Context: an optimization exercise on an open-source flow, tuned for small area. The choices shown serve that exercise and are no tape-out recipe.
Only simulation tests tie the RTL to the original design; equivalence was not proved.
No activity file was given, so power comes from the tool's default toggle rates.

===== flow/run.sh =====
#!/bin/bash
# synth_recipe.tcl (not shown) runs the flow's synth.tcl, then flattens the netlist and writes it again
# the make line also repeats each setting of config.mk as NAME=value (left out here)
make -C /OpenROAD-flow-scripts/flow DESIGN_CONFIG=/design/flow/config.mk WORK_HOME=/design/flow/orfs CLKGATE_MAP_FILE= SYNTH_SCRIPT=/design/flow/synth_recipe.tcl finish

===== flow/config.mk =====
export PLATFORM = sky130hd
export DESIGN_NAME = regfile_top
export DESIGN_NICKNAME = regfile_top
export VERILOG_FILES = /design/flow/design.v
export SDC_FILE = /design/flow/constraint.sdc
export NUM_CORES = 4
export LEC_CHECK = 0
export CAP_MARGIN = 20
export CORE_MARGIN = 2
export CORE_UTILIZATION = 40
export CTS_CLUSTER_DIAMETER = 100
export CTS_CLUSTER_SIZE = 30
export SLEW_MARGIN = 20

===== flow/constraint.sdc =====
create_clock -name core_clock -period 5.0 [get_ports {clk}]
set_input_delay 1.0000 -clock core_clock [delete_from_list [all_inputs] [get_ports {clk}]]
set_output_delay 1.0000 -clock core_clock [all_outputs]
set_load 0.01 [all_outputs]

===== flow/design.v =====
localparam[3:0] AND_OP = 4'b0000;
localparam[3:0] OR_OP = 4'b0001;
localparam[3:0] ADD_OP = 4'b0010;
localparam[3:0] SUB_OP = 4'b0110;
localparam[3:0] LESS_OP = 4'b0111;
localparam[3:0] RIGHT_L_OP = 4'b1000;
localparam[3:0] LEFT_L_OP = 4'b1001;
localparam[3:0] RIGHT_AR_OP = 4'b1010;
localparam[3:0] XOR_OP = 4'b1101;
`timescale 1 ns / 1 ps
module OneShot(clk, rst, in, os);
	input wire logic clk;
	input wire logic rst;
	input wire logic in;
	output logic os;
	logic nz;
	always_ff @(posedge clk) begin
		nz <= !rst && in;
		os <= !rst && in && !nz;
	end
endmodule
`timescale 1 ns / 1 ps
module alu(op1, op2, alu_op, zero, result);
	input wire logic [31:0] op1, op2;
	input wire logic [3:0] alu_op;
	output logic zero;
	output logic [31:0] result;
	logic sub, left, arith;
	logic [31:0] bx, sum, ain, sh, shrev;
	logic slt;
	assign sub   = (alu_op == SUB_OP) || (alu_op == LESS_OP);
	assign left  = (alu_op == LEFT_L_OP);
	assign arith = (alu_op == RIGHT_AR_OP);
	assign bx  = op2 ^ {32{sub}};
	assign sum = op1 + bx + {31'd0, sub};
	assign slt = (op1[31] ^ op2[31]) ? op1[31] : sum[31];
	always_comb begin
		for (int i = 0; i < 32; i++) ain[i] = left ? op1[31-i] : op1[i];
	end
	assign sh = $unsigned($signed({arith & op1[31], ain}) >>> op2[4:0]);
	always_comb begin
		for (int i = 0; i < 32; i++) shrev[i] = sh[31-i];
	end
	always_comb begin
		case (alu_op)
			AND_OP:      result = op1 & op2;
			OR_OP:       result = op1 | op2;
			XOR_OP:      result = op1 ^ op2;
			LESS_OP:     result = {31'd0, slt};
			RIGHT_L_OP:  result = sh;
			RIGHT_AR_OP: result = sh;
			LEFT_L_OP:   result = shrev;
			default:     result = sum;
		endcase
		zero = (result == 32'd0);
	end
endmodule
`timescale 1 ns / 1 ps
module regfile(clk, readReg1, readReg2, writeReg, writeData, write, readData1, readData2);
	input wire logic clk, write;
	input wire logic [4:0] readReg1, readReg2, writeReg;
	input wire logic [31:0] writeData;
	output logic [31:0] readData1, readData2;
	function automatic logic [4:0] add31(input logic [4:0] a, input logic [4:0] b);
		logic [5:0] s;
		s = {1'b0, a} + {1'b0, b};
		add31 = s[4:0] + {4'd0, s[5]};
	endfunction
	logic [31:0] row[0:30];         
	logic [4:0] z;                  
	logic wr;                       
	logic pv;                       
	logic [4:0] pa;                 
	logic [31:0] pd;                
	logic [4:0] prow;               
	logic commit;                   
	logic [15:0] en;                
	logic [31:0] rd1, rd2;          
	logic fw1, fw2;                 
	assign wr = write && writeReg != 5'd0;
	assign prow = add31(pa, z);
	assign commit = pv && prow[0];
	always_comb
		for (int k = 0; k < 16; k++)
			en[k] = commit && prow[4:1] == k;
	always_ff @(posedge clk) begin
		z <= add31(z, 5'd30);
		pv <= wr || (pv && !prow[0]);
		if (wr) begin
			pa <= writeReg;
			pd <= ~writeData;
		end
		for (int k = 0; k < 31; k++) begin
			if (k % 2 == 0)
				row[k] <= en[k/2] ? pd : row[(k + 1) % 31];
			else
				row[k] <= row[k + 1];
		end
		rd1 <= rdport(readReg1);
		rd2 <= rdport(readReg2);
		fw1 <= wr && writeReg == readReg1;
		fw2 <= wr && writeReg == readReg2;
	end
	assign readData1 = fw1 ? ~pd : rd1;
	assign readData2 = fw2 ? ~pd : rd2;
	function automatic logic [31:0] rdport(input logic [4:0] r);
		logic [4:0] rr;
		logic hit;
		logic [31:0] acc;
		rr = add31(r, z);
		hit = pv && pa == r;
		acc = {32{hit}} & ~pd;
		for (int k = 0; k < 31; k++)
			acc = acc | ({32{r != 5'd0 && !hit && rr == (k == 0 ? 5'd31 : k)}} & ~row[k]);
		rdport = acc;
	endfunction
endmodule
`timescale 1 ns / 1 ps
module regfile_top(clk, btnc, btnl, btnu, btnd, sw, led);
	input wire logic clk, btnc, btnl, btnu, btnd;
	input wire logic [15:0] sw;
	output logic [15:0] led;
	logic [14:0] Address_register;
	logic btnc_d, btnc_one;
	logic [31:0] regReadDataA, regReadDataB, writeData_in;
	logic zero_throw;
	logic [31:0] result;
	always_ff @(posedge clk) begin
		btnc_d <= btnc;
		if (btnu)
			Address_register <= 0;
		else if (btnl)
			Address_register <= sw[14:0];
	end
	OneShot osc (.clk(clk), .rst(btnu), .in(btnc_d), .os(btnc_one));
	assign writeData_in = sw[15] ? {{17{sw[14]}}, sw[14:0]} : result;
	regfile masterReg (.clk(clk), .readReg1(Address_register[4:0]), .readReg2(Address_register[9:5]),
		.writeReg(Address_register[14:10]), .writeData(writeData_in),
		.write(btnc_one), .readData1(regReadDataA), .readData2(regReadDataB));
	alu ALU1 (.op1(regReadDataA), .op2(regReadDataB), .alu_op(sw[3:0]),
		.zero(zero_throw), .result(result));
	assign led = btnd ? regReadDataA[31:16] : regReadDataA[15:0];
endmodule

==> results.json, run 1 <==
{
  "synth_seq_cells": 1119,
  "cts_tree": "yes",
  "grt_pass1_vias": 46184,
  "fin_hold_ws_ns": 0.360,
  "multiInputGateArea_um2": 25600,
  "cp_top_family": "simple AND/OR/NAND/NOR gates",
  "worstSetupPathType": "flop to flop",
  "firstDrtPassIters": 9,
  "total_leakage_power_nw": 23.3,
  "arrival_ns": 5.37,
  "post-place-cells": 6777,
  "place_hpwl_mm": 179,
  "power_density_nw_per_um2": 367,
  "area_growth_pct": 14.2,
  "synthesis.nets": 5240,
  "layout-drive-gt1-share_pct": 21.8,
  "numPortBuffers": 36,
  "grt-ovfl-total": 0,
  "clock_skew_ns": 0.0436,
  "slew_violations": 0,
  "final_util_pct": 46.0,
  "endpoint_kind": "flop",
  "rsz0062_at_grt": "no",
  "nets": 5347,
  "fmax_mhz": 206,
  "die_width_um": 357,
  "final_common_cell": "dfxtp_1",
  "cts-root-buf": "clkbuf_16",
  "numCtsBuffers": 48,
  "cts.clk_slew.worst_paths_ns": 0.12,
  "finalNonFillerCells": 6861,
  "critPathMaxFanout": 14,
  "yosys_most_used_dff": "dfxtp_1",
  "via_per_inst": 7.18,
  "slowest_delay_ns": 0.60,
  "outcome": "complete, no violations",
  "wl_per_cell_um": 39.0,
  "finalHoldViolCount": 0,
  "grt_pass1_wl_mm": 366,
  "fillers": 11777,
  "start_kind": "flop",
  "vias": 49295,
  "synth-async-reset-ratio_pct": 0,
  "core_um2": 124000,
  "tightest_slew_ns": 1.20,
  "finalSetupTns_ns": 0,
  "vdd_drop_max_uv": 291,
  "setup_violations": 0,
  "clkLatencyLatePin_ns": 0.73,
  "detail-route-antenna-nets": 0,
  "syn_inst": 5096,
  "rows": 129,
  "worst_slack_ns": 0.150,
  "slew_headroom_pct": 19.9,
  "clockBufferDepth": 3,
  "seq_area_um2": 22800,
  "syn-mean-instance-area_um2": 9.77,
  "layout_common_cells": "dfxtp_1, o22ai_1, mux2_2",
  "antenna_found_initial": 15,
  "numClockSinks": 1119,
  "ys_seq_area_share_pct": 45.7,
  "yosys.cell_types.count": 89,
  "drv_cap": 0,
  "synth_edf_count": 37,
  "crit_buf_inv": 2,
  "drt_iter0_drc": 8025,
  "syn_area_um2": 49800,
  "routed_wl_mm": 268,
  "dieArea_um2": 127000,
  "period_needed_ns": 4.85,
  "hp-class": "flop to flop",
  "crit_chain": "ha_1 -> o21ai_0 -> nor2_1 -> o21ai_0 -> nand2b_1 -> ha_1 -> ha_1 -> xnor2_1 -> nor3_2 -> buf_4 -> nand3_2 -> buf_4 -> o22ai_1 -> nor4_1 -> o211ai_1 -> or4_1",
  "critPathRequiredTime_ns": 5.52,
  "grt_max_degree": 49,
  "dp_slack_ns": 0.145,
  "grt.total_usage_pct": 40.6,
  "start_util_pct": 40.3,
  "gp_congestion": 1.09,
  "ios": 37,
  "critPathSlowestCell": "or4_1",
  "post-route-drc-count": 0,
  "crit_top_cell": "ha_1",
  "ctsHtreeMaxLevel": 2,
  "period_share_pct": 97.0,
  "yosys_warnings": 5,
  "die_h_um": 357
}
-- sequential cells by signal, indices dropped and copies added, names as in the netlist --
signal,count
masterReg.rd1,32
masterReg.fw1,1
osc.os,1
masterReg.pd,32
masterReg.z,5
masterReg.pa,5
osc.nz,1
masterReg.rd2,32
masterReg.fw2,1
Address_register,15
masterReg.pv,1
btnc_d,1
masterReg.row,992
-- where the power goes --
part           internal (mW)  leakage [nW]  switching, mW
combinational           2.00          13.3           3.51
sequential              9.64          9.32          0.709
clock                   1.87         0.702           3.16
total                   13.5          23.3           7.39
-- per-layer routing --
metal | share of wire [%] | GRT usage (%)
met1 | 35 | 48.8
met2 | 39 | 56.9
met3 | 15 | 17.1
met4 | 10 | 31.4
met5 | 0.072 | 0
-- per-stage QoR --
step                total power, mW  cell area, µm²
finish                         20.9           56900
global placement               15.7           55300
floorplan                      13.1           49800
global route                   21.4           56900
detailed placement             15.6           55300
CTS                            20.5           56700
-- worst register-to-register path: stages, from the launching register on --
cell	delay (ns)
dfxtp_1	0.41
ha_1	0.48
o21ai_0	0.18
nor2_1	0.32
o21ai_0	0.13
nand2b_1	0.09
ha_1	0.23
ha_1	0.29
xnor2_1	0.21
nor3_2	0.19
buf_4	0.25
nand3_2	0.09
buf_4	0.38
o22ai_1	0.16
nor4_1	0.48
o211ai_1	0.15
or4_1	0.60
-- logic make-up after synthesis --
logic type | synth area share, %
adder cells (fa/ha/maj) | 3.15
XOR/XNOR | 1.72
AO/OA/AOI/OAI | 20.1
buffers and inverters | 4.06
flip-flops | 45.7
multiplexers | 14.6
AND/OR/NAND/NOR | 10.7
-- timing repair --
item                                    in CTS  in global routing
setup buffers                                0                 13
endpoints found under the setup margin       0                 22
hold buffers                                 0                  0
gates resized for setup                      0                  7
-- synthesized netlist by cell type, types with 19 or more instances --
master,number,area share (%)
nand3_1,106,1.1
buf_2,48,0.48
o221ai_1,61,1.1
nand2b_1,59,0.74
nor2_1,338,2.5
edfxtp_1,37,2.2
mux2_2,533,12
mux2i_1,117,2.4
a21oi_1,105,1.1
nand4_1,46,0.58
xor2_1,25,0.44
a211oi_1,23,0.35
xnor2_1,71,1.2
nand2_1,174,1.3
nor3_1,91,0.91
o21ai_0,132,1.3
o22a_1,57,1.0
dfxtp_1,1082,43
clkbuf_1,306,2.3
a22oi_1,23,0.35
ha_1,119,3.0
o211ai_1,42,0.63
or3_1,19,0.24
nor4_1,124,1.6
and2_1,28,0.35
buf_1,43,0.32
a21o_1,26,0.39
o22ai_1,847,11
a221oi_1,23,0.40
or4_1,36,0.54
inv_1,116,0.87
-- worst paths after layout --
path,start,to,slack [ns],cells past startpoint
worst max-delay path,masterReg.z[3]$_DFF_P_,masterReg.rd1[21]$_DFF_P_,0.15,16
worst min-delay path,masterReg.row[28][26]$_DFF_P_,masterReg.row[27][26]$_DFF_P_,0.36,0
worst max register to register,masterReg.z[3]$_DFF_P_,masterReg.rd1[21]$_DFF_P_,0.15,16
worst min register to register,masterReg.row[28][26]$_DFF_P_,masterReg.row[27][26]$_DFF_P_,0.36,0
-- layout make-up --
cell class / instances / area share, %
antenna: 9 / 0.0396
tap: 1637 / 3.60
inverter: 120 / 0.792
timing repair buffer: 456 / 8.07
clock inverter: 12 / 0.400
clock buffer: 50 / 2.16
multi-input combinational: 3458 / 44.9
sequential: 1119 / 40.0
==> inputs of run 2 (changes only) <==
--- a/flow/config.mk
+++ b/flow/config.mk
@@ -8,6 +8,4 @@
 export CAP_MARGIN = 20
 export CORE_MARGIN = 2
 export CORE_UTILIZATION = 40
-export CTS_CLUSTER_DIAMETER = 100
-export CTS_CLUSTER_SIZE = 30
 export SLEW_MARGIN = 20
==> run 2 against run 1 <==
Effect of this change:
- setup slack improved by 0.040 ns
- via count increased by 0.84%
- largest power group unchanged
- fmax increased by 0.84%
- clock skew decreased by 0.0011 ns
- clock-buffer cell count increased by 118
- largest cell class unchanged
- still clean on timing, DRC and antenna
- global-route usage increased by 0.47 points
==> results.json, run 2 <==
{
  "drv_cap": 0,
  "rsz0062_at_grt": "no",
  "wl_per_cell_um": 38.5,
  "critPathMaxFanout": 10,
  "ys_seq_area_share_pct": 45.7,
  "yosys.cell_types.count": 89,
  "drt_iter0_drc": 8062,
  "start_kind": "flop",
  "netSwitchingPower_mw": 8.16,
  "numPortBuffers": 36,
  "cts_tree": "yes",
  "syn_inst": 5096,
  "synth_top_area_share_pct": 43.5,
  "synth_top_area_cell": "dfxtp_1",
  "antenna_found_initial": 16,
  "critPathRequiredTime_ns": 5.65,
  "synth-async-reset-ratio_pct": 0,
  "ctsHtreeMaxLevel": 3,
  "arrival_ns": 5.46,
  "layout-drive-gt1-share_pct": 23.5,
  "p_int_mw": 16.8,
  "worstSetupPathType": "flop to flop",
  "ios": 37,
  "core_um2": 124000,
  "place_hpwl_mm": 179,
  "yosys_most_used_dff": "dfxtp_1",
  "finalNonFillerCells": 7008,
  "synth_common_cells": "dfxtp_1, o22ai_1, mux2_2",
  "yosys_warnings": 5,
  "post-place-cells": 6777,
  "dieArea_um2": 127000,
  "outcome": "complete, no violations",
  "timing.rr.start": "masterReg.z[3]$_DFF_P_",
  "syn_area_um2": 49800,
  "numClockSinks": 1119,
  "via_per_inst": 7.09,
  "max_flop_register": "masterReg.row",
  "synthesis.nets": 5240,
  "layout_common_cells": "dfxtp_1, o22ai_1, mux2_2",
  "die_width_um": 357,
  "cts.clk_slew.worst_paths_ns": 0.06,
  "finalHoldViolCount": 0,
  "grt.total_usage_pct": 41.1,
  "vdd_drop_max_uv": 313,
  "synth_edf_count": 37,
  "slew_headroom_pct": 21.8,
  "fillers": 11551,
  "start_util_pct": 40.3,
  "crit_start": "masterReg.z[3]$_DFF_P_",
  "p_comb_share_pct": 22.1,
  "rows": 129,
  "clkLatencyLatePin_ns": 0.77,
  "area_growth_pct": 19.2,
  "tightest_slew_ns": 1.16,
  "total_leakage_power_nw": 24.5,
  "clockBufferDepth": 3,
  "synthTopCellsByArea": "dfxtp_1, mux2_2, o22ai_1, ha_1, nor2_1",
  "seq_area_um2": 22800,
  "grt-ovfl-total": 0,
  "period_share_pct": 96.2,
  "pwr-share-seq_pct": 41.5,
  "clock_skew_ns": 0.0425,
  "switching_share_pct": 32.7,
  "gp_congestion": 1.09,
  "slew_violations": 0,
  "finalSetupTns_ns": 0,
  "die_h_um": 357,
  "routed_wl_mm": 270,
  "endpoint_kind": "flop",
  "numCtsBuffers": 115,
  "grt_pass1_wl_mm": 370,
  "cts-root-buf": "clkbuf_16",
  "detail-route-antenna-nets": 0,
  "period_needed_ns": 4.81,
  "reg2reg_depth": 15,
  "final_common_cell": "dfxtp_1",
  "fmax_mhz": 208,
  "clockPowerShare_pct": 36.4,
  "yosysMostFrequentCell": "dfxtp_1",
  "vias": 49709,
  "multiInputGateArea_um2": 25600,
  "hp-class": "flop to flop",
  "setup_violations": 0,
  "power_density_nw_per_um2": 421,
  "nets": 5412,
  "reg2reg_slack_ns": 0.19,
  "r2r-end": "masterReg.rd1[14]$_DFF_P_",
  "post-route-drc-count": 0,
  "grt_pass1_vias": 46973,
  "syn-mean-instance-area_um2": 9.77,
  "crit_path_end": "masterReg.rd1[14]$_DFF_P_",
  "synth_seq_cells": 1119,
  "totalPowerFinal_mw": 25.0,
  "firstDrtPassIters": 8,
  "largest_reg_flops": 992,
  "grt_max_degree": 49
}
run 2: cell counts after synthesis:
Identical to the previous run, type by type.
run 2: kinds of logic (layout without fill, tap and decap cells):
| family | after synthesis | after routing | synth area share, % |
|---|---|---|---|
| compound gates | 1506 | 1506 | 20.1 |
| flops | 1119 | 1119 | 45.7 |
| simple gates | 1078 | 1078 | 10.7 |
| mux | 654 | 654 | 14.6 |
| buf+inv | 519 | 787 | 4.06 |
| fa+ha+maj | 123 | 123 | 3.15 |
| xor+xnor | 97 | 97 | 1.72 |
| other cells | 0 | 7 | 0 |
run 2: power groups by stage:
stage | registers (mW) | logic (mW) | clock network [mW]
finish | 10.4 | 5.53 | 9.09
global route | 10.4 | 5.73 | 9.42
detailed placement | 10.5 | 5.17 | 0
global placement | 10.5 | 5.19 | 0
floorplan | 10.1 | 3.01 | 0
CTS | 10.3 | 5.21 | 9.04
run 2: worst min path at each step:
| stage | startpoint | to | cells after the start |
|---|---|---|---|
| global placement | masterReg.row[2][24]$_DFF_P_ | masterReg.row[1][24]$_DFF_P_ | 0 |
| CTS | masterReg.row[16][19]$_DFF_P_ | masterReg.row[15][19]$_DFF_P_ | 0 |
| floorplan | masterReg.row[14][3]$_DFF_P_ | masterReg.row[13][3]$_DFF_P_ | 0 |
| global route | masterReg.row[18][21]$_DFF_P_ | masterReg.row[17][21]$_DFF_P_ | 0 |
| detailed placement | masterReg.row[6][14]$_DFF_P_ | masterReg.row[5][14]$_DFF_P_ | 0 |
| finish | masterReg.row[26][12]$_DFF_P_ | masterReg.row[25][12]$_DFF_P_ | 0 |
run 2: repair_timing:
action                     CTS  global route
resized for setup            0             9
buffers inserted             0            11
setup endpoints to repair    0            21
hold buffers                 0             0
run 2: cell type report:
cell class	instances	area share [%]
well taps	1637	3.45
diodes	7	0.0295
clock inverters	45	0.992
flip-flops and latches	1119	38.4
clock buffers	168	5.62
multi-input cells	3458	43.1
inverters	120	0.759
repair buffers	454	7.73
run 2: worst max-delay path: stages, from the launching register on:
cell and delay [ns]:
dfxtp_1 0.40, ha_1 0.49, o21ai_0 0.18, nor2_1 0.30
o21ai_0 0.13, nand2b_1 0.09, ha_1 0.23, ha_1 0.29
nand4_1 0.19, o221ai_1 0.81, nand2_2 0.53, buf_4 0.35
buf_4 0.23, o22ai_1 0.17, nor4_1 0.07, nand3_1 0.24
run 2: layer usage:
| layer | wire [µm] | vias up | track usage, % |
|---|---|---|---|
| li1 | - | 19771 | - |
| met1 | 95000 | 23554 | 49.0 |
| met2 | 106000 | 4757 | 57.5 |
| met3 | 41500 | 1611 | 17.9 |
| met4 | 27000 | 16 | 32.0 |
| met5 | 284 | - | 0 |
run 2: stage by stage:
step | hold slack (ns) | setup WS (ns) | utilization (%) | instance area (µm²)
6_report | 0.356 | 0.190 | 48.0 | 59400
5_1_grt | 0.358 | 0.00172 | 48.0 | 59400
4_1_cts | 0.357 | 0.129 | 47.9 | 59200
3_5_place_dp | 0.356 | 0.145 | 44.7 | 55300
3_3_place_gp | 0.354 | 0.153 | 44.7 | 55300
2_1_floorplan | 0.344 | 0.139 | - | 49800
==> inputs of run 3 (changes only) <==
--- a/flow/config.mk
+++ b/flow/config.mk
@@ -7,5 +7,6 @@
 export LEC_CHECK = 0
 export CAP_MARGIN = 20
 export CORE_MARGIN = 2
-export CORE_UTILIZATION = 40
+export CORE_UTILIZATION = 60
+export GPL_TIMING_DRIVEN = 0
 export SLEW_MARGIN = 20
==> run 3 against run 2 <==
Effect of this change:
- the flow now stops in global routing
- synthesized cell count unchanged
- synthesized area unchanged
==> results.json, run 3 <==
{
  "outcome": "stopped before the end",
  "numClockSinks": 1119,
  "ys_seq_area_share_pct": 45.7,
  "numPortBuffers": 33,
  "grt_pass1_wl_mm": 465,
  "synth_common_cells": "dfxtp_1, o22ai_1, mux2_2",
  "yosys_warnings": 5,
  "post-place-cells": 6227,
  "ios": 37,
  "clockBufferDepth": 3,
  "synth_seq_cells": 1119,
  "synth_top_area_share_pct": 43.5,
  "failed_stage": "global routing",
  "syn_area_um2": 49800,
  "yosys_most_used_dff": "dfxtp_1",
  "synthesis.nets": 5240,
  "cts-root-buf": "clkbuf_16",
  "die_h_um": 292,
  "yosys.cell_types.count": 89,
  "start_util_pct": 60.7,
  "die_width_um": 292,
  "ctsHtreeMaxLevel": 3,
  "grt.total_usage_pct": 78.4,
  "grt-ovfl-total": 4,
  "numCtsBuffers": 110,
  "grt_pass1_vias": 54420,
  "syn-mean-instance-area_um2": 9.77,
  "stop_error": "[ERROR GRT-0116] Global routing finished with congestion. Check the congestion regions in the DRC Viewer.",
  "synth-async-reset-ratio_pct": 0,
  "place_area_um2": 52200,
  "synth_edf_count": 37,
  "dp_slack_ns": -1.92,
  "synth_top_area_cell": "dfxtp_1",
  "syn_inst": 5096,
  "rows": 105,
  "yosysMostFrequentCell": "dfxtp_1",
  "gp_congestion": 1.27,
  "grt_max_degree": 22,
  "cts.hold.buffers_added": 0,
  "synthTopCellsByArea": "dfxtp_1, mux2_2, o22ai_1, ha_1, nor2_1",
  "place_hpwl_mm": 216
}
[run 3: cell counts after synthesis]
No cell type changed its count.
[run 3: logic make-up after synthesis]
family / count (synthesis) / share of synthesized area (%)
compound gates: 1506 / 20.1
xor+xnor: 97 / 1.72
fa+ha+maj: 123 / 3.15
buf+inv: 519 / 4.06
flops: 1119 / 45.7
mux: 654 / 14.6
simple gates: 1078 / 10.7
[run 3: worst min path at each step]
stage,endpoint,startpoint,cells after the start,slack (ns)
2_1_floorplan,masterReg.row[13][3]$_DFF_P_,masterReg.row[14][3]$_DFF_P_,0,0.34
3_3_place_gp,masterReg.row[21][18]$_DFF_P_,masterReg.row[22][18]$_DFF_P_,0,0.35
3_5_place_dp,masterReg.row[13][3]$_DFF_P_,masterReg.row[14][3]$_DFF_P_,0,0.36
4_1_cts,masterReg.row[15][31]$_DFF_P_,masterReg.row[16][31]$_DFF_P_,0,0.35
[run 3: repair_timing]
action                                  in CTS
endpoints found under the setup margin      99
pin swaps                                   16
gates resized for setup                    398
buffers inserted                            22
[run 3: power by group through the flow]
stage | Clock (mW) | Sequential, mW | Combinational, mW
4_1_cts | 8.86 | 10.2 | 5.18
3_3_place_gp | 0 | 10.4 | 4.96
3_5_place_dp | 0 | 10.4 | 5.02
2_1_floorplan | 0 | 10.1 | 3.01
[run 3: through the flow]
step,setup TNS (ns),power [mW]
4_1_cts,-0.0335,24.2
3_5_place_dp,-119.54,15.4
3_3_place_gp,-190.77,15.3
2_1_floorplan,0,13.1
[run 3: metal layers]
layer,global-route usage (%),overflow
met2,91.6,2
met5,46.6,0
met3,65.7,0
met1,79.3,0
met4,75.4,2
==> inputs of run 4 (changes only) <==
--- a/flow/config.mk
+++ b/flow/config.mk
@@ -7,6 +7,7 @@
 export LEC_CHECK = 0
 export CAP_MARGIN = 20
 export CORE_MARGIN = 2
-export CORE_UTILIZATION = 60
-export GPL_TIMING_DRIVEN = 0
+export CORE_UTILIZATION = 40
+export CTS_CLUSTER_DIAMETER = 80
+export CTS_CLUSTER_SIZE = 24
 export SLEW_MARGIN = 20
==> run 4 against run 3 <==
Effect of this change:
- the run now finishes clean
- synthesized cell count did not move
- synthesized area unchanged
==> results.json, run 4 <==
{
  "max_flop_register": "masterReg.row",
  "yosys_warnings": 5,
  "layout_common_cells": "dfxtp_1, o22ai_1, mux2_2",
  "fin_hold_ws_ns": 0.356,
  "synthTopCellsByArea": "dfxtp_1, mux2_2, o22ai_1, ha_1, nor2_1",
  "die_width_um": 357,
  "yosys.cell_types.count": 89,
  "die_h_um": 357,
  "endpoint_kind": "flop",
  "syn_inst": 5096,
  "wl_per_cell_um": 39.1,
  "place_hpwl_mm": 179,
  "firstDrtPassIters": 10,
  "slew_violations": 0,
  "antenna_found_initial": 22,
  "dr.max_layer_used": "met5",
  "cts_tree": "yes",
  "clkLatencyLatePin_ns": 0.75,
  "largest_reg_flops": 992,
  "cts-root-buf": "clkbuf_16",
  "layout-drive-gt1-share_pct": 22.0,
  "crit_chain": "ha_1 -> o21ai_0 -> nor2_1 -> o21ai_0 -> nand2b_1 -> ha_1 -> and2_1 -> nand2_1 -> a311oi_1 -> nor3_2 -> o21ai_4 -> buf_4 -> o22ai_1 -> nor4_1 -> nand2_1",
  "core_um2": 124000,
  "arrival_ns": 5.35,
  "dieArea_um2": 127000,
  "wl_met2_mm": 106,
  "synth_common_cells": "dfxtp_1, o22ai_1, mux2_2",
  "period_share_pct": 96.7,
  "cts.clk_slew.worst_paths_ns": 0.10,
  "seq_area_um2": 22800,
  "rows": 129,
  "nets": 5356,
  "post-route-drc-count": 0,
  "syn-mean-instance-area_um2": 9.77,
  "gp_congestion": 1.09,
  "final_util_pct": 46.3,
  "synth_seq_cells": 1119,
  "fmax_mhz": 207,
  "wl_met3_mm": 40.2,
  "slew_headroom_pct": 22.2,
  "outcome": "complete, no violations",
  "slowest_delay_ns": 0.80,
  "clockBufferDepth": 3,
  "grt_max_degree": 49,
  "synth-async-reset-ratio_pct": 0,
  "setup_violations": 0,
  "routed_wl_mm": 269,
  "grt_pass1_wl_mm": 367,
  "multiInputGateArea_um2": 25600,
  "critPathMaxFanout": 12,
  "area_growth_pct": 14.9,
  "yosysMostFrequentCell": "dfxtp_1",
  "finalHoldViolCount": 0,
  "numCtsBuffers": 59,
  "start_util_pct": 40.3,
  "clock_skew_ns": 0.0541,
  "m1WireLength_mm": 95.4,
  "numPortBuffers": 36,
  "hp-class": "flop to flop",
  "final_common_cell": "dfxtp_1",
  "ys_seq_area_share_pct": 45.7,
  "vdd_drop_max_uv": 304,
  "detail-route-antenna-nets": 0,
  "yosys_most_used_dff": "dfxtp_1",
  "total_leakage_power_nw": 23.5,
  "synth_top_area_cell": "dfxtp_1",
  "numClockSinks": 1119,
  "power_density_nw_per_um2": 375,
  "grt.total_usage_pct": 40.7,
  "tightest_slew_ns": 1.16,
  "grt-ovfl-total": 0,
  "grt_pass1_vias": 46272,
  "synth_top_area_share_pct": 43.5,
  "worstSetupPathType": "flop to flop",
  "ios": 37,
  "cts.hold.buffers_added": 0,
  "via_per_inst": 7.20,
  "start_kind": "flop",
  "critPathRequiredTime_ns": 5.52,
  "synth_edf_count": 37,
  "drv_cap": 0,
  "synthesis.nets": 5240,
  "fillers": 11721,
  "ctsHtreeMaxLevel": 2,
  "drt_iter0_drc": 8445,
  "vias": 49521,
  "period_needed_ns": 4.83,
  "critPathSlowestCell": "o21ai_4",
  "syn_area_um2": 49800
}
-- run 4: cell counts after synthesis --
No cell type changed its count.
-- run 4: cell type report --
class | count | area share, %
Antenna cell | 14 | 0.0612
Clock buffer | 66 | 2.64
Clock inverter | 14 | 0.433
Inverter | 120 | 0.787
Multi-Input combinational cell | 3458 | 44.7
Sequential cell | 1119 | 39.8
Tap cell | 1637 | 3.58
Timing Repair Buffer | 454 | 8.00
-- run 4: path summary, 6_finish.rpt --
check | from | to | slack [ns] | depth (start not counted)
setup / recovery | Address_register[7]$_SDFFE_PP0P_ | masterReg.rd2[9]$_DFF_P_ | 0.17 | 15
hold / removal | masterReg.row[24][2]$_DFF_P_ | masterReg.row[23][2]$_DFF_P_ | 0.36 | 0
setup reg to reg | Address_register[7]$_SDFFE_PP0P_ | masterReg.rd2[9]$_DFF_P_ | 0.17 | 15
hold reg to reg | masterReg.row[24][2]$_DFF_P_ | masterReg.row[23][2]$_DFF_P_ | 0.36 | 0
-- run 4: per-stage QoR --
stage	std cells	TNS (ns)	total power, mW	setup slack, ns	cell area, µm²
detailed placement	6777	0	15.6	0.145	55300
floorplan	5096	0	13.1	0.139	49800
global route	6870	-0.0150	22.0	-0.0150	57200
global placement	6777	0	15.7	0.153	55300
finish	6882	0	21.5	0.165	57200
CTS	6857	0	21.0	0.149	57000
-- run 4: timing repair --
item	4_1_cts	5_1_grt
resized for setup	0	8
hold endpoints to repair	0	0
setup endpoints to repair	0	20
buffers inserted	0	11
-- run 4: cells by family after synthesis --
kind of cell	share of synthesized area [%]
simple gates	10.7
xor+xnor	1.72
flops	45.7
buf+inv	4.06
mux	14.6
fa+ha+maj	3.15
compound gates	20.1
-- run 4: power breakdown --
part | leakage (nW) | total, mW | switching, mW | internal, mW
Sequential | 9.32 | 10.3 | 0.711 | 9.64
Combinational | 13.3 | 5.52 | 3.52 | 2.00
Clock | 0.860 | 5.58 | 3.29 | 2.30
Total | 23.5 | 21.5 | 7.52 | 13.9
-- run 4: worst max-delay path: cells and delay by family (launching register included) --
family | cells | cell delay [ns]
adder cells (fa/ha/maj) | 2 | 0.56
AND/OR/NAND/NOR | 7 | 1.50
buffers and inverters | 1 | 0.45
AO/OA/AOI/OAI | 5 | 1.62
flip-flops | 1 | 0.48
-- run 4: layer usage --
layer / up-vias / track usage [%]
li1: 19602 / -
met4: 18 / 31.6
met1: 23507 / 49.3
met5: - / 0
met3: 1625 / 16.8
met2: 4769 / 57.1
==> inputs of run 5 (changes only) <==
--- a/flow/design.v
+++ b/flow/design.v
@@ -56,10 +56,13 @@
 	end
 endmodule
 `timescale 1 ns / 1 ps
-module regfile(clk, readReg1, readReg2, writeReg, writeData, write, readData1, readData2);
+module regfile(clk, readReg1, readReg2, writeReg, writeData, write, readData1, readData2,
+	loadReg, newReg1, newReg2);
 	input wire logic clk, write;
 	input wire logic [4:0] readReg1, readReg2, writeReg;
 	input wire logic [31:0] writeData;
+	input wire logic loadReg;               
+	input wire logic [4:0] newReg1, newReg2;
 	output logic [31:0] readData1, readData2;
 	function automatic logic [4:0] add31(input logic [4:0] a, input logic [4:0] b);
 		logic [5:0] s;
@@ -76,6 +79,7 @@
 	logic commit;                   
 	logic [15:0] en;                
 	logic [31:0] rd1, rd2;          
+	logic [4:0] rrow1, rrow2;       
 	logic fw1, fw2;                 
 	assign wr = write && writeReg != 5'd0;
 	assign prow = add31(pa, z);
@@ -96,18 +100,18 @@
 			else
 				row[k] <= row[k + 1];
 		end
-		rd1 <= rdport(readReg1);
-		rd2 <= rdport(readReg2);
+		rd1 <= rdport(readReg1, rrow1);
+		rd2 <= rdport(readReg2, rrow2);
+		rrow1 <= loadReg ? add31(newReg1, add31(z, 5'd30)) : add31(rrow1, 5'd30);
+		rrow2 <= loadReg ? add31(newReg2, add31(z, 5'd30)) : add31(rrow2, 5'd30);
 		fw1 <= wr && writeReg == readReg1;
 		fw2 <= wr && writeReg == readReg2;
 	end
 	assign readData1 = fw1 ? ~pd : rd1;
 	assign readData2 = fw2 ? ~pd : rd2;
-	function automatic logic [31:0] rdport(input logic [4:0] r);
-		logic [4:0] rr;
+	function automatic logic [31:0] rdport(input logic [4:0] r, input logic [4:0] rr);
 		logic hit;
 		logic [31:0] acc;
-		rr = add31(r, z);
 		hit = pv && pa == r;
 		acc = {32{hit}} & ~pd;
 		for (int k = 0; k < 31; k++)
@@ -136,7 +140,8 @@
 	assign writeData_in = sw[15] ? {{17{sw[14]}}, sw[14:0]} : result;
 	regfile masterReg (.clk(clk), .readReg1(Address_register[4:0]), .readReg2(Address_register[9:5]),
 		.writeReg(Address_register[14:10]), .writeData(writeData_in),
-		.write(btnc_one), .readData1(regReadDataA), .readData2(regReadDataB));
+		.write(btnc_one), .readData1(regReadDataA), .readData2(regReadDataB),
+		.loadReg(btnl && !btnu), .newReg1(sw[4:0]), .newReg2(sw[9:5]));
 	alu ALU1 (.op1(regReadDataA), .op2(regReadDataB), .alu_op(sw[3:0]),
 		.zero(zero_throw), .result(result));
 	assign led = btnd ? regReadDataA[31:16] : regReadDataA[15:0];
--- a/flow/config.mk
+++ b/flow/config.mk
@@ -5,9 +5,9 @@
 export SDC_FILE = /design/flow/constraint.sdc
 export NUM_CORES = 4
 export LEC_CHECK = 0
-export CAP_MARGIN = 20
+export CAP_MARGIN = 0
 export CORE_MARGIN = 2
 export CORE_UTILIZATION = 40
 export CTS_CLUSTER_DIAMETER = 80
 export CTS_CLUSTER_SIZE = 24
-export SLEW_MARGIN = 20
+export SLEW_MARGIN = 0
==> run 5 against run 4 <==
Effect of this change:
- core utilization decreased by 1.4 points
- clock power decreased by 0.7%
- wire length decreased by 8.0%
- non-clock buffer count decreased by 110
- synthesized cell count decreased by 4.5%
- die area decreased by 2.1%
- flip-flop and latch count increased by 10
- register-to-register slack improved by 0.40 ns
- via count decreased by 5.8%
- setup slack improved by 0.20 ns
- clock-buffer cell count decreased by 3
- first-iteration DRC count decreased by 0.86%
- critical path type is now flop to primary output
- largest cell class unchanged
- highest routed layer unchanged
==> results.json, run 5 <==
{
  "outcome": "complete, no violations",
  "p_int_mw": 16.9,
  "critPathRequiredTime_ns": 4.00,
  "die_h_um": 353,
  "start_kind": "flop",
  "max_flop_register": "masterReg.row",
  "cts-root-buf": "clkbuf_16",
  "grt.total_usage_pct": 37.9,
  "endpoint_kind": "primary output",
  "clock_skew_ns": 0.0571,
  "syn_area_um2": 48800,
  "totalPowerFinal_mw": 29.4,
  "area_growth_pct": 11.7,
  "hp-class": "flop to flop",
  "synth_seq_cells": 1129,
  "gp_congestion": 1.01,
  "grt_max_degree": 39,
  "start_util_pct": 40.2,
  "grt-ovfl-total": 0,
  "p_comb_share_pct": 44.3,
  "post_cts_resized": 0,
  "ys_seq_area_share_pct": 47.1,
  "post-place-cells": 6444,
  "drt_iter0_drc": 8372,
  "wl_per_cell_um": 37.9,
  "drv_cap": 0,
  "vdd_drop_max_uv": 299,
  "final_common_cell": "dfxtp_1",
  "cts_tree": "yes",
  "post-route-drc-count": 0,
  "clockBufferDepth": 3,
  "yosys.cell_types.count": 76,
  "die_width_um": 353,
  "final_util_pct": 44.9,
  "finalHoldViolCount": 0,
  "slew_headroom_pct": 19.4,
  "synthTopCellsByArea": "dfxtp_1, mux2_2, o22ai_1, ha_1, mux2i_1",
  "wl_met2_mm": 96.4,
  "detail-route-antenna-nets": 0,
  "place_area_um2": 52700,
  "cts.hold.buffers_added": 0,
  "vias": 46654,
  "place_hpwl_mm": 163,
  "worstSetupPathType": "flop to primary output",
  "cts.clk_slew.worst_paths_ns": 0.10,
  "arrival_ns": 3.64,
  "numClockSinks": 1129,
  "pwr-share-seq_pct": 36.8,
  "finalSetupTns_ns": 0,
  "cts_setup_buffers": 0,
  "period_share_pct": 92.7,
  "multiInputGateArea_um2": 24000,
  "synth_top_area_share_pct": 44.8,
  "yosys_most_used_dff": "dfxtp_1",
  "routed_wl_mm": 247,
  "synthesis.nets": 5015,
  "ctsHtreeMaxLevel": 2,
  "slew_violations": 0,
  "grt_pass1_wl_mm": 341,
  "dr.max_layer_used": "met5",
  "layout_common_cells": "dfxtp_1, o22ai_1, mux2_2",
  "switching_share_pct": 42.5,
  "period_needed_ns": 4.64,
  "rsz0062_at_grt": "no",
  "via_per_inst": 7.14,
  "core_um2": 121000,
  "rows": 128,
  "clkLatencyLatePin_ns": 0.76,
  "seq_area_um2": 23000,
  "yosys_warnings": 5,
  "final_area_um2": 54500,
  "setup_violations": 0,
  "clockPowerShare_pct": 18.9,
  "nets": 5029,
  "m1WireLength_mm": 90.7,
  "firstDrtPassIters": 9,
  "synth_top_area_cell": "dfxtp_1",
  "finalNonFillerCells": 6533,
  "tightest_slew_ns": 1.21,
  "numPortBuffers": 36,
  "total_leakage_power_nw": 22.3,
  "critPathMaxFanout": 21,
  "power_density_nw_per_um2": 539,
  "fmax_mhz": 216,
  "ios": 37,
  "syn-mean-instance-area_um2": 10.0,
  "layout-drive-gt1-share_pct": 20.8,
  "synth_edf_count": 37,
  "yosysMostFrequentCell": "dfxtp_1",
  "wl_met3_mm": 38.4,
  "netSwitchingPower_mw": 12.5,
  "synth-async-reset-ratio_pct": 0,
  "largest_reg_flops": 992,
  "syn_inst": 4865,
  "numCtsBuffers": 58,
  "fillers": 11495,
  "synth_common_cells": "dfxtp_1, o22ai_1, mux2_2",
  "dieArea_um2": 125000,
  "antenna_found_initial": 16,
  "grt_pass1_vias": 43943
}
## run 5: cell types whose count changed after synthesis, sizes merged, moves of 27 or more
cell | previous run | this run
nor3 | 91 | 133
nand2b | 59 | 14
inv | 117 | 151
nor2 | 338 | 231
o21ai | 141 | 114
o22a | 57 | 95
nand2 | 174 | 212
o221ai | 61 | 136
mux2i | 117 | 152
and2 | 30 | 3
nand3 | 110 | 47
o22ai | 847 | 773
## run 5: through the flow
stage,hold slack [ns],worst slack (ns)
after floorplan,0.351,0.505
after global placement,0.357,0.110
after detailed placement,0.359,0.106
after CTS,0.347,0.394
after global routing,0.361,0.380
final,0.335,0.365
## run 5: cell type report
class                           instances  area share [%]
Antenna cell                           10          0.0459
Clock buffer                           63            2.79
Clock inverter                         16           0.423
Inverter                              153            1.06
Multi-Input combinational cell       3193            44.0
Sequential cell                      1129            42.2
Tap cell                             1625            3.73
Timing Repair Buffer                  344            5.75
## run 5: path summary, 6_finish.rpt
kind                            depth (start not counted)                            end  slack [ns]                     startpoint
worst min-delay path                                    0   masterReg.row[9][14]$_DFF_P_        0.34  masterReg.row[10][14]$_DFF_P_
worst max register to register                         14  masterReg.row[24][29]$_DFF_P_        0.57      masterReg.pa[1]$_DFFE_PP_
worst min register to register                          0   masterReg.row[9][14]$_DFF_P_        0.34  masterReg.row[10][14]$_DFF_P_
worst max-delay path                                    6                        led[11]        0.36          masterReg.fw1$_DFF_P_
## run 5: layer usage
layer  up-vias  global-route usage (%)
li1      18481                       -
met1     22238                    47.5
met2      4423                    52.8
met3      1490                    15.8
met4        22                    25.0
met5         -                   0.264
## run 5: logic make-up (layout without fill, tap and decap cells)
kind of cell | count (synthesis) | in the layout | synth area share (%)
AOI/OAI and AO/OA | 1384 | 1384 | 19.0
xor gates and xnor gates | 107 | 107 | 1.92
adders and majority gates | 129 | 129 | 3.37
buffers and inverters | 543 | 576 | 4.39
DFF | 1129 | 1129 | 47.1
muxes | 674 | 674 | 15.3
other | 0 | 10 | 0
and+or+nand+nor | 899 | 899 | 8.93
## run 5: power by group through the flow
stage / sequential (mW) / combinational (mW) / clock [mW]
final: 10.8 / 13.0 / 5.54
after global routing: 10.9 / 13.5 / 5.80
after CTS: 10.7 / 12.3 / 5.52
after detailed placement: 10.9 / 12.2 / 0
after global placement: 10.9 / 12.3 / 0
after floorplan: 10.6 / 7.44 / 0
## run 5: worst max-delay path, cell delays in order, from the launching register on
cell,delay (ns)
dfxtp_2,0.50
buf_4,0.41
mux2_2,0.48
inv_1,0.29
nor2_1,0.09
a21oi_1,0.49
clkdlybuf4s50_1,0.65
==> inputs of run 6 (changes only) <==
--- a/flow/config.mk
+++ b/flow/config.mk
@@ -5,9 +5,9 @@
 export SDC_FILE = /design/flow/constraint.sdc
 export NUM_CORES = 4
 export LEC_CHECK = 0
-export CAP_MARGIN = 0
+export CAP_MARGIN = 20
 export CORE_MARGIN = 2
 export CORE_UTILIZATION = 40
 export CTS_CLUSTER_DIAMETER = 80
 export CTS_CLUSTER_SIZE = 24
-export SLEW_MARGIN = 0
+export SLEW_MARGIN = 20
==> run 6 against run 5 <==
Effect of this change:
- power barely moved
- clock-buffer cell count unchanged
- flip-flop and latch count stayed put
- clock power about the same
- combinational power about the same
- critical path type unchanged
- clock skew down 0.0022 ns
==> results.json, run 6 <==
{
  "synth_common_cells": "dfxtp_1, o22ai_1, mux2_2",
  "timing.rr.start": "masterReg.pa[1]$_DFFE_PP_",
  "start_util_pct": 40.2,
  "p_int_mw": 16.9,
  "yosys.area_share.simple_pct": 8.93,
  "syn_inst": 4865,
  "grt-ovfl-total": 0,
  "reg2reg_slack_ns": 0.56,
  "finalHoldViolCount": 0,
  "critPathSlowestCell": "clkdlybuf4s50_1",
  "final_common_cell": "dfxtp_1",
  "final_util_pct": 44.9,
  "period_share_pct": 92.8,
  "vias": 46683,
  "outcome": "complete, no violations",
  "grt_pass1_wl_mm": 341,
  "routed_wl_mm": 248,
  "ctsHtreeMaxLevel": 2,
  "nets": 5029,
  "setup_violations": 0,
  "detail-route-antenna-nets": 0,
  "synth_compound_area_share_pct": 19.0,
  "crit_chain": "buf_4 -> mux2_2 -> inv_1 -> nor2_1 -> a21oi_1 -> clkdlybuf4s50_1",
  "clock_skew_ns": 0.0549,
  "slew_violations": 0,
  "firstDrtPassIters": 9,
  "clkLatencyLatePin_ns": 0.76,
  "netSwitchingPower_mw": 12.5,
  "yosys_most_used_dff": "dfxtp_1",
  "drv_cap": 0,
  "power_density_nw_per_um2": 539,
  "numClockSinks": 1129,
  "ios": 37,
  "numCtsBuffers": 58,
  "reg2reg_depth": 14,
  "critPathRequiredTime_ns": 4.00,
  "cts_tree": "yes",
  "muxShareOfSynthArea_pct": 15.3,
  "crit_cells": 6,
  "rows": 128,
  "tightest_slew_ns": 1.22,
  "synthesis.nets": 5015,
  "synth-async-reset-ratio_pct": 0,
  "crit_path_end": "led[11]",
  "grt_pass1_vias": 43943,
  "arrival_ns": 3.64,
  "period_needed_ns": 4.64,
  "place_hpwl_mm": 163,
  "cts.clk_slew.worst_paths_ns": 0.10,
  "via_per_inst": 7.14,
  "synthTopCellsByArea": "dfxtp_1, mux2_2, o22ai_1, ha_1, mux2i_1",
  "post_cts_resized": 0,
  "rsz0062_at_grt": "no",
  "slowest_delay_ns": 0.65,
  "critPathMaxFanout": 21,
  "hp-class": "flop to flop",
  "die_h_um": 353,
  "clockPowerShare_pct": 18.9,
  "post-route-drc-count": 0,
  "gp_congestion": 1.01,
  "finalSetupTns_ns": 0,
  "cts_setup_buffers": 0,
  "grt_max_degree": 39,
  "dieArea_um2": 125000,
  "yosys.cell_types.count": 76,
  "crit_buf_inv": 3,
  "p_comb_share_pct": 44.3,
  "endpoint_kind": "primary output",
  "drt_iter0_drc": 8826,
  "cts.hold.buffers_added": 0,
  "pwr-share-seq_pct": 36.8,
  "synth_top_area_cell": "dfxtp_1",
  "vdd_drop_max_uv": 299,
  "synth_top_area_share_pct": 44.8,
  "grt.total_usage_pct": 37.9,
  "cp_top_family": "buffers and inverters",
  "max_flop_register": "masterReg.row",
  "synth_edf_count": 37,
  "switching_share_pct": 42.5,
  "layout_common_cells": "dfxtp_1, o22ai_1, mux2_2",
  "slew_headroom_pct": 18.6,
  "yosys_warnings": 5,
  "syn_area_um2": 48800,
  "largest_reg_flops": 992,
  "worstSetupPathType": "flop to primary output",
  "ys_seq_area_share_pct": 47.1,
  "layout-drive-gt1-share_pct": 20.8,
  "total_leakage_power_nw": 22.3,
  "fmax_mhz": 216,
  "synth_top_family_by_area": "compound AO/OA/AOI/OAI gates",
  "start_kind": "flop",
  "r2r-end": "masterReg.row[24][29]$_DFF_P_",
  "clockBufferDepth": 3,
  "numPortBuffers": 36,
  "yosysMostFrequentCell": "dfxtp_1",
  "antenna_found_initial": 16,
  "syn-mean-instance-area_um2": 10.0,
  "wl_per_cell_um": 37.9,
  "synth_fa_ha_area_share_pct": 3.37,
  "synth_seq_cells": 1129,
  "cts-root-buf": "clkbuf_16",
  "yosys.area_share.xor_xnor_pct": 1.92,
  "die_width_um": 353,
  "area_growth_pct": 11.7,
  "core_um2": 121000,
  "crit_start": "masterReg.fw1$_DFF_P_"
}
## run 6: cell counts after synthesis
Identical to the previous run, type by type.
## run 6: stage by stage
step / power, mW / area [µm²] / hold slack (ns) / instances / setup WS [ns]
after floorplan: 18.0 / 48800 / 0.351 / 4865 / 0.505
after global placement: 23.2 / 52700 / 0.357 / 6444 / 0.110
after detailed placement: 23.2 / 52700 / 0.359 / 6444 / 0.106
after CTS: 28.6 / 54500 / 0.347 / 6523 / 0.394
after global routing: 30.2 / 54500 / 0.361 / 6523 / 0.380
final: 29.4 / 54500 / 0.345 / 6534 / 0.362
## run 6: worst min path at each step
stage                             startpoint                            end  slack, ns  cells after the start
2_1_floorplan   masterReg.row[26][2]$_DFF_P_   masterReg.row[25][2]$_DFF_P_       0.35                      0
3_3_place_gp   masterReg.row[26][27]$_DFF_P_  masterReg.row[25][27]$_DFF_P_       0.36                      0
3_5_place_dp    masterReg.row[8][24]$_DFF_P_   masterReg.row[7][24]$_DFF_P_       0.36                      0
4_1_cts        masterReg.row[30][22]$_DFF_P_  masterReg.row[29][22]$_DFF_P_       0.35                      0
5_1_grt        masterReg.row[10][14]$_DFF_P_   masterReg.row[9][14]$_DFF_P_       0.36                      0
6_report       masterReg.row[10][14]$_DFF_P_   masterReg.row[9][14]$_DFF_P_       0.34                      0
## run 6: worst reg2reg max path, delay by kind of cell, from the launching register on
| kind | cells | cell delay (ns) |
|---|---|---|
| flip-flops | 1 | 0.54 |
| XOR/XNOR | 1 | 0.19 |
| multiplexers | 1 | 0.29 |
| buffers and inverters | 1 | 0.52 |
| adder cells (fa/ha/maj) | 3 | 0.80 |
| AND/OR/NAND/NOR | 5 | 1.42 |
| AO/OA/AOI/OAI | 3 | 0.56 |
## run 6: power by group through the flow
stage	Combinational [mW]	Sequential [mW]	Clock [mW]
6_report	13.0	10.8	5.54
5_1_grt	13.5	10.9	5.80
4_1_cts	12.3	10.7	5.52
3_5_place_dp	12.2	10.9	0
3_3_place_gp	12.3	10.9	0
2_1_floorplan	7.44	10.6	0
## run 6: final cells by class
class,instances,area [µm²]
flip-flops and latches,1129,23000
repair buffers,344,3140
diodes,11,27.5
inverters,153,577
clock inverters,16,230
well taps,1625,2030
clock buffers,63,1520
multi-input cells,3193,24000
fillers,11494,66900
## run 6: cell families (layout without fill, tap and decap cells)
logic type | Yosys count | after routing
AOI/OAI and AO/OA | 1384 | 1384
DFF | 1129 | 1129
and+or+nand+nor | 899 | 899
muxes | 674 | 674
buffers and inverters | 543 | 576
adders and majority gates | 129 | 129
xor gates and xnor gates | 107 | 107
other | 0 | 11
## run 6: metal layers
metal / wire [µm] / GRT usage, %
met3: 38800 / 15.8
met2: 96900 / 52.8
met5: 153 / 0.264
met1: 90400 / 47.5
met4: 21400 / 25.0
==> inputs of run 7 (changes only) <==
--- a/flow/config.mk
+++ b/flow/config.mk
@@ -7,7 +7,7 @@
 export LEC_CHECK = 0
 export CAP_MARGIN = 20
 export CORE_MARGIN = 2
-export CORE_UTILIZATION = 40
+export CORE_UTILIZATION = 35
 export CTS_CLUSTER_DIAMETER = 80
 export CTS_CLUSTER_SIZE = 24
 export SLEW_MARGIN = 20
==> run 7 against run 6 <==
Effect of this change:
- power rose by 0.84%
- die area grew 14%
- core utilization decreased by 5.3 points
- fmax rose by 4.5%
==> results.json, run 7 <==
{
  "synth_top_area_cell": "dfxtp_1",
  "endpoint_kind": "flop",
  "ys_seq_area_share_pct": 47.1,
  "final_common_cell": "dfxtp_1",
  "synth_top_area_share_pct": 44.8,
  "critPathRequiredTime_ns": 5.52,
  "netSwitchingPower_mw": 12.6,
  "start_kind": "flop",
  "yosysMostFrequentCell": "dfxtp_1",
  "tightest_slew_ns": 1.15,
  "grt-ovfl-total": 0,
  "yosys.cell_types.count": 76,
  "outcome": "complete, no violations",
  "largest_reg_flops": 992,
  "fmax_mhz": 225,
  "numCtsBuffers": 58,
  "routed_wl_mm": 245,
  "clockBufferDepth": 3,
  "synth_common_cells": "dfxtp_1, o22ai_1, mux2_2",
  "synth_seq_cells": 1129,
  "worstSetupPathType": "flop to flop",
  "cts_setup_buffers": 0,
  "clkLatencyLatePin_ns": 0.78,
  "yosys_most_used_dff": "dfxtp_1",
  "vias": 46321,
  "finalHoldViolCount": 0,
  "layout-drive-gt1-share_pct": 20.5,
  "cts-root-buf": "clkbuf_16",
  "cts.clk_slew.worst_paths_ns": 0.10,
  "period_needed_ns": 4.44,
  "layout_common_cells": "dfxtp_1, o22ai_1, mux2_2",
  "vdd_drop_max_uv": 361,
  "rows": 136,
  "syn-mean-instance-area_um2": 10.0,
  "drv_cap": 0,
  "place_hpwl_mm": 155,
  "slowest_delay_ns": 0.88,
  "grt_pass1_vias": 43548,
  "max_flop_register": "masterReg.row",
  "power_density_nw_per_um2": 543,
  "crit_chain": "xnor2_1 -> nand4_1 -> o21ai_0 -> nor4_1 -> nand2_2 -> buf_4 -> nor2_1 -> nor4_1 -> o221ai_1 -> nor3_1 -> nand4_1",
  "die_width_um": 377,
  "arrival_ns": 4.96,
  "muxShareOfSynthArea_pct": 15.3,
  "place_area_um2": 52800,
  "period_share_pct": 88.7,
  "antenna_found_initial": 12,
  "cts_tree": "yes",
  "grt_pass1_wl_mm": 339,
  "ctsHtreeMaxLevel": 2,
  "drt_iter0_drc": 8571,
  "syn_area_um2": 48800,
  "grt.total_usage_pct": 33.1,
  "wl_per_cell_um": 36.7,
  "total_leakage_power_nw": 22.2,
  "yosys.area_share.xor_xnor_pct": 1.92,
  "clock_skew_ns": 0.0573,
  "hp-class": "flop to flop",
  "synth_compound_area_share_pct": 19.0,
  "slew_violations": 0,
  "p_int_mw": 17.0,
  "die_h_um": 377,
  "core_um2": 138000,
  "final_area_um2": 54600,
  "p_comb_share_pct": 44.5,
  "worst_slack_ns": 0.563,
  "post_cts_resized": 0,
  "setup_violations": 0,
  "synth_edf_count": 37,
  "cp_top_family": "simple AND/OR/NAND/NOR gates",
  "syn_inst": 4865,
  "cts.hold.buffers_added": 0,
  "totalPowerFinal_mw": 29.6,
  "synth_fa_ha_area_share_pct": 3.37,
  "area_growth_pct": 11.9,
  "synth_top_family_by_area": "compound AO/OA/AOI/OAI gates",
  "yosys.area_share.simple_pct": 8.93,
  "synth-async-reset-ratio_pct": 0,
  "switching_share_pct": 42.6,
  "crit_buf_inv": 1,
  "critPathSlowestCell": "nand2_2",
  "pwr-share-seq_pct": 36.7,
  "rsz0062_at_grt": "no",
  "yosys_warnings": 5,
  "start_util_pct": 35.4,
  "grt_max_degree": 39,
  "post-route-drc-count": 0,
  "critPathMaxFanout": 19,
  "firstDrtPassIters": 8,
  "finalSetupTns_ns": 0,
  "dp_slack_ns": 0.0661,
  "ios": 37,
  "slew_headroom_pct": 23.4,
  "gp_congestion": 1.01,
  "numClockSinks": 1129,
  "nets": 5007,
  "clockPowerShare_pct": 18.8,
  "detail-route-antenna-nets": 0,
  "synthesis.nets": 5015,
  "synthTopCellsByArea": "dfxtp_1, mux2_2, o22ai_1, ha_1, mux2i_1",
  "via_per_inst": 6.94,
  "dieArea_um2": 142000,
  "numPortBuffers": 36
}
run 7: cell counts after synthesis:
Identical to the previous run, type by type.
run 7: cells by family (layout without fill, tap and decap cells):
family,after synthesis,in the layout
buffers and inverters,543,553
AND/OR/NAND/NOR,899,899
multiplexers,674,674
adder cells (fa/ha/maj),129,129
other,0,9
AO/OA/AOI/OAI,1384,1384
flip-flops,1129,1129
XOR/XNOR,107,107
run 7: power groups by stage:
stage / logic (mW) / clock network, mW / registers (mW)
final: 13.2 / 5.55 / 10.9
after global routing: 13.6 / 5.83 / 10.9
after CTS: 12.4 / 5.52 / 10.8
after detailed placement: 12.4 / 0 / 11.0
after floorplan: 7.44 / 0 / 10.6
after global placement: 12.4 / 0 / 11.0
run 7: layout make-up:
type / instances / area (µm²)
diodes: 9 / 22.5
repair buffers: 322 / 3050
clock inverters: 15 / 240
multi-input cells: 3193 / 24000
well taps: 1794 / 2240
clock buffers: 63 / 1500
fillers: 13444 / 83200
flip-flops and latches: 1129 / 23000
inverters: 153 / 577
run 7: layer usage:
layer / part of all wire [%] / vias up / global-route usage [%] / wire length, µm
li1: - / 18464 / - / -
met1: 37 / 22173 / 41.6 / 90200
met2: 40 / 4325 / 47.2 / 97600
met3: 15 / 1343 / 13.6 / 37900
met4: 7.9 / 16 / 19.5 / 19400
met5: 0.063 / - / 0.103 / 155
run 7: stage by stage:
stage          std cells  hold WS [ns]  utilization, %
5_1_grt             6669         0.352            39.6
6_report            6678         0.328            39.6
3_3_place_gp        6591         0.355            38.3
3_5_place_dp        6591         0.357            38.3
4_1_cts             6669         0.332            39.6
2_1_floorplan       4865         0.351               -
run 7: path summary, 6_finish.rpt:
path | startpoint | end | slack, ns | depth (start not counted)
hold reg to reg | masterReg.row[20][21]$_DFF_P_ | masterReg.row[19][21]$_DFF_P_ | 0.33 | 0
hold / removal | masterReg.row[20][21]$_DFF_P_ | masterReg.row[19][21]$_DFF_P_ | 0.33 | 0
setup / recovery | masterReg.pa[1]$_DFFE_PP_ | masterReg.rd1[7]$_DFF_P_ | 0.56 | 11
setup reg to reg | masterReg.pa[1]$_DFFE_PP_ | masterReg.rd1[7]$_DFF_P_ | 0.56 | 11
==> inputs of run 8 (changes only) <==
--- a/flow/config.mk
+++ b/flow/config.mk
@@ -7,7 +7,8 @@
 export LEC_CHECK = 0
 export CAP_MARGIN = 20
 export CORE_MARGIN = 2
-export CORE_UTILIZATION = 35
+export CORE_UTILIZATION = 50
 export CTS_CLUSTER_DIAMETER = 80
 export CTS_CLUSTER_SIZE = 24
+export PLACE_DENSITY = 0.7
 export SLEW_MARGIN = 20
==> run 8 against run 7 <==
Effect of this change:
- wire length shrank 4.2%
- synthesized area is the same
- register-to-register slack lost 0.16 ns
- final cell count shrank 8.2%
- flip-flop and latch count is the same
- critical path depth grew 5
- fmax shrank 3.5%
- critical path type unchanged
- critical endpoint is now masterReg.pd[28]$_DFFE_PP_
- highest routed layer unchanged
==> results.json, run 8 <==
{
  "period_needed_ns": 4.60,
  "crit_buf_inv": 3,
  "r2r-end": "masterReg.pd[28]$_DFFE_PP_",
  "worstSetupPathType": "flop to flop",
  "numClockSinks": 1129,
  "outcome": "complete, no violations",
  "place_area_um2": 52000,
  "critPathMaxFanout": 11,
  "yosys.cell_types.count": 76,
  "area_growth_pct": 10.2,
  "yosys_warnings": 5,
  "slew_violations": 0,
  "post-route-drc-count": 0,
  "ys_seq_area_share_pct": 47.1,
  "cp_top_family": "compound AO/OA/AOI/OAI gates",
  "grt.total_usage_pct": 45.4,
  "drt_iter0_drc": 9341,
  "synth_top_area_share_pct": 44.8,
  "post_cts_resized": 0,
  "final_area_um2": 53700,
  "wl_per_cell_um": 38.3,
  "detail-route-antenna-nets": 0,
  "clkLatencyLatePin_ns": 0.73,
  "via_per_inst": 7.63,
  "fillers": 8548,
  "slew_headroom_pct": 13.0,
  "tightest_slew_ns": 1.30,
  "ctsHtreeMaxLevel": 2,
  "layout-drive-gt1-share_pct": 20.0,
  "ios": 37,
  "synth_seq_cells": 1129,
  "critPathRequiredTime_ns": 5.54,
  "gp_congestion": 1.07,
  "syn-mean-instance-area_um2": 10.0,
  "final_util_pct": 55.6,
  "vdd_drop_max_uv": 346,
  "hold_end": "masterReg.row[9][31]$_DFF_P_",
  "reg2reg_slack_ns": 0.40,
  "cts.clk_slew.worst_paths_ns": 0.10,
  "hp-class": "flop to flop",
  "final_common_cell": "dfxtp_1",
  "firstDrtPassIters": 15,
  "layout_common_cells": "dfxtp_1, o22ai_1, mux2_2",
  "yosysMostFrequentCell": "dfxtp_1",
  "core_um2": 96700,
  "grt_max_degree": 39,
  "die_width_um": 316,
  "start_util_pct": 50.4,
  "total_leakage_power_nw": 22.1,
  "clockBufferDepth": 3,
  "place_hpwl_mm": 147,
  "power_density_nw_per_um2": 545,
  "worst_slack_ns": 0.400,
  "cts-root-buf": "clkbuf_16",
  "syn_inst": 4865,
  "reg2reg_depth": 16,
  "numCtsBuffers": 57,
  "rows": 114,
  "finalNonFillerCells": 6132,
  "arrival_ns": 5.14,
  "min_from": "masterReg.row[10][31]$_DFF_P_",
  "clock_skew_ns": 0.0359,
  "synthesis.nets": 5015,
  "nets": 4986,
  "dieArea_um2": 100000,
  "timing.rr.start": "masterReg.fw2$_DFF_P_",
  "max_flop_register": "masterReg.row",
  "slowest_delay_ns": 0.68,
  "finalHoldViolCount": 0,
  "synth-async-reset-ratio_pct": 0,
  "cts_tree": "yes",
  "crit_top_cell": "buf_4",
  "drv_cap": 0,
  "setup_violations": 0,
  "cts.hold.buffers_added": 0,
  "syn_area_um2": 48800,
  "post-place-cells": 6053,
  "numPortBuffers": 36,
  "grt-ovfl-total": 0,
  "fmax_mhz": 217,
  "synth_common_cells": "dfxtp_1, o22ai_1, mux2_2",
  "largest_reg_flops": 992,
  "synthTopCellsByArea": "dfxtp_1, mux2_2, o22ai_1, ha_1, mux2i_1",
  "dp_slack_ns": -0.277,
  "rsz0062_at_grt": "no",
  "start_kind": "flop",
  "critPathSlowestCell": "o31ai_1",
  "antenna_found_initial": 9,
  "crit_cells": 16,
  "synth_edf_count": 37,
  "grt_pass1_wl_mm": 326,
  "finalSetupTns_ns": 0,
  "die_h_um": 316,
  "vias": 46774,
  "routed_wl_mm": 235,
  "cts_setup_buffers": 0,
  "yosys_most_used_dff": "dfxtp_1",
  "grt_pass1_vias": 43552,
  "hold_depth": 0,
  "synth_top_area_cell": "dfxtp_1",
  "crit_chain": "buf_4 -> mux2i_1 -> xnor2_1 -> ha_1 -> nand2_1 -> nor2_1 -> a221oi_1 -> buf_4 -> o21ai_1 -> a31oi_1 -> buf_4 -> o31ai_1 -> a31oi_1 -> nor2b_1 -> xnor2_1 -> o311ai_1",
  "endpoint_kind": "flop",
  "period_share_pct": 92.0
}
==> run 8: changes by cell type in the layout (fill, tap and decap cells not counted), sizes merged <==
cell	before	now
buf	286	266
inv	159	155
diode	9	7
clkinvlp	1	0
clkbuf	63	62
==> run 8: through the flow <==
step                hold WS, ns  total power, mW
finish                    0.355             29.3
detailed placement        0.357             23.1
global route              0.365             30.0
floorplan                 0.351             18.0
CTS                       0.358             28.3
global placement          0.356             23.1
==> run 8: routing by layer <==
metal | track usage, % | routed length (µm)
met5 | 0.758 | 281
met4 | 31.8 | 23200
met3 | 21.2 | 40100
met2 | 62.1 | 89500
met1 | 56.0 | 82000
==> run 8: cells by family after synthesis <==
family	Yosys count	share of synthesized area (%)
compound gates	1384	19.0
xor+xnor	107	1.92
fa+ha+maj	129	3.37
buf+inv	543	4.39
flops	1129	47.1
mux	674	15.3
simple gates	899	8.93
==> run 8: how the worst max path moves through the flow <==
| stage | start | endpoint | slack (ns) |
|---|---|---|---|
| 6_report | masterReg.fw2$_DFF_P_ | masterReg.pd[28]$_DFFE_PP_ | 0.40 |
| 5_1_grt | sw[3] | masterReg.pd[28]$_DFFE_PP_ | 0.11 |
| 4_1_cts | masterReg.fw2$_DFF_P_ | masterReg.pd[28]$_DFFE_PP_ | 0.41 |
| 3_5_place_dp | sw[3] | masterReg.pd[28]$_DFFE_PP_ | -0.28 |
| 3_3_place_gp | sw[3] | masterReg.pd[24]$_DFFE_PP_ | -0.27 |
| 2_1_floorplan | sw[3] | masterReg.pd[28]$_DFFE_PP_ | 0.51 |
==> run 8: worst reg2reg max path: stages (launching register included) <==
cell,delay (ns)
dfxtp_2,0.62
buf_4,0.29
mux2i_1,0.52
xnor2_1,0.16
ha_1,0.37
nand2_1,0.11
nor2_1,0.18
a221oi_1,0.10
buf_4,0.16
o21ai_1,0.20
a31oi_1,0.13
buf_4,0.16
o31ai_1,0.68
a31oi_1,0.20
nor2b_1,0.18
xnor2_1,0.13
o311ai_1,0.25
==> run 8: area by class of cell <==
type / count / area, µm² / share of cell area, %
Antenna cell: 7 / 17.5 / 0.0326
Clock buffer: 62 / 1500 / 2.78
Clock inverter: 10 / 185 / 0.345
Inverter: 153 / 577 / 1.07
Multi-Input combinational cell: 3193 / 24000 / 44.6
Sequential cell: 1129 / 23000 / 42.8
Tap cell: 1276 / 1600 / 2.97
Timing Repair Buffer: 302 / 2930 / 5.46
==> run 8: where the power goes <==
| part | internal (mW) | switching (mW) |
|---|---|---|
| Combinational | 4.63 | 8.42 |
| Clock | 2.24 | 3.16 |
| Sequential | 10.0 | 0.815 |

-- port drivers added, routing unchanged --
No port has a modelled driver above. Below, the same layouts with a new extraction and two added sets of constraints. Step 1 assumes that a clkbuf_16 drives the clock port and a buf_2 every other input. Step 2 adds t to the input delays and takes it off the output delays; t is the mean of the earliest and latest rising clock arrival at the registers after step 1. Input paths then give back, and output paths get back, about the clock's delay inside the block. a / b / c = ideal / step 1 / step 2; a / b = the first two.
run	t (ns)	slack for setup (ns)	pins driven straight from the clock port
run 1	0.784	0.150 / 0.150 / -0.013	1
run 2	0.832	0.190 / 0.190 / -0.211	1
run 4	0.808	0.165 / 0.165 / -0.108	1
run 5	0.804	0.365 / 0.295 / 0.074	1
run 6	0.802	0.362 / 0.290 / 0.066	1
run 7	0.825	0.563 / 0.563 / 0.008	1
run 8	0.778	0.400 / 0.332 / -0.290	1
Met with ideal ports but missed after step 2: setup timing in run 1, run 2, run 4 and run 8. For run 8, which loses most, drivers alone change the setup slack by -0.068 ns; drivers and shift together by -0.690 ns.
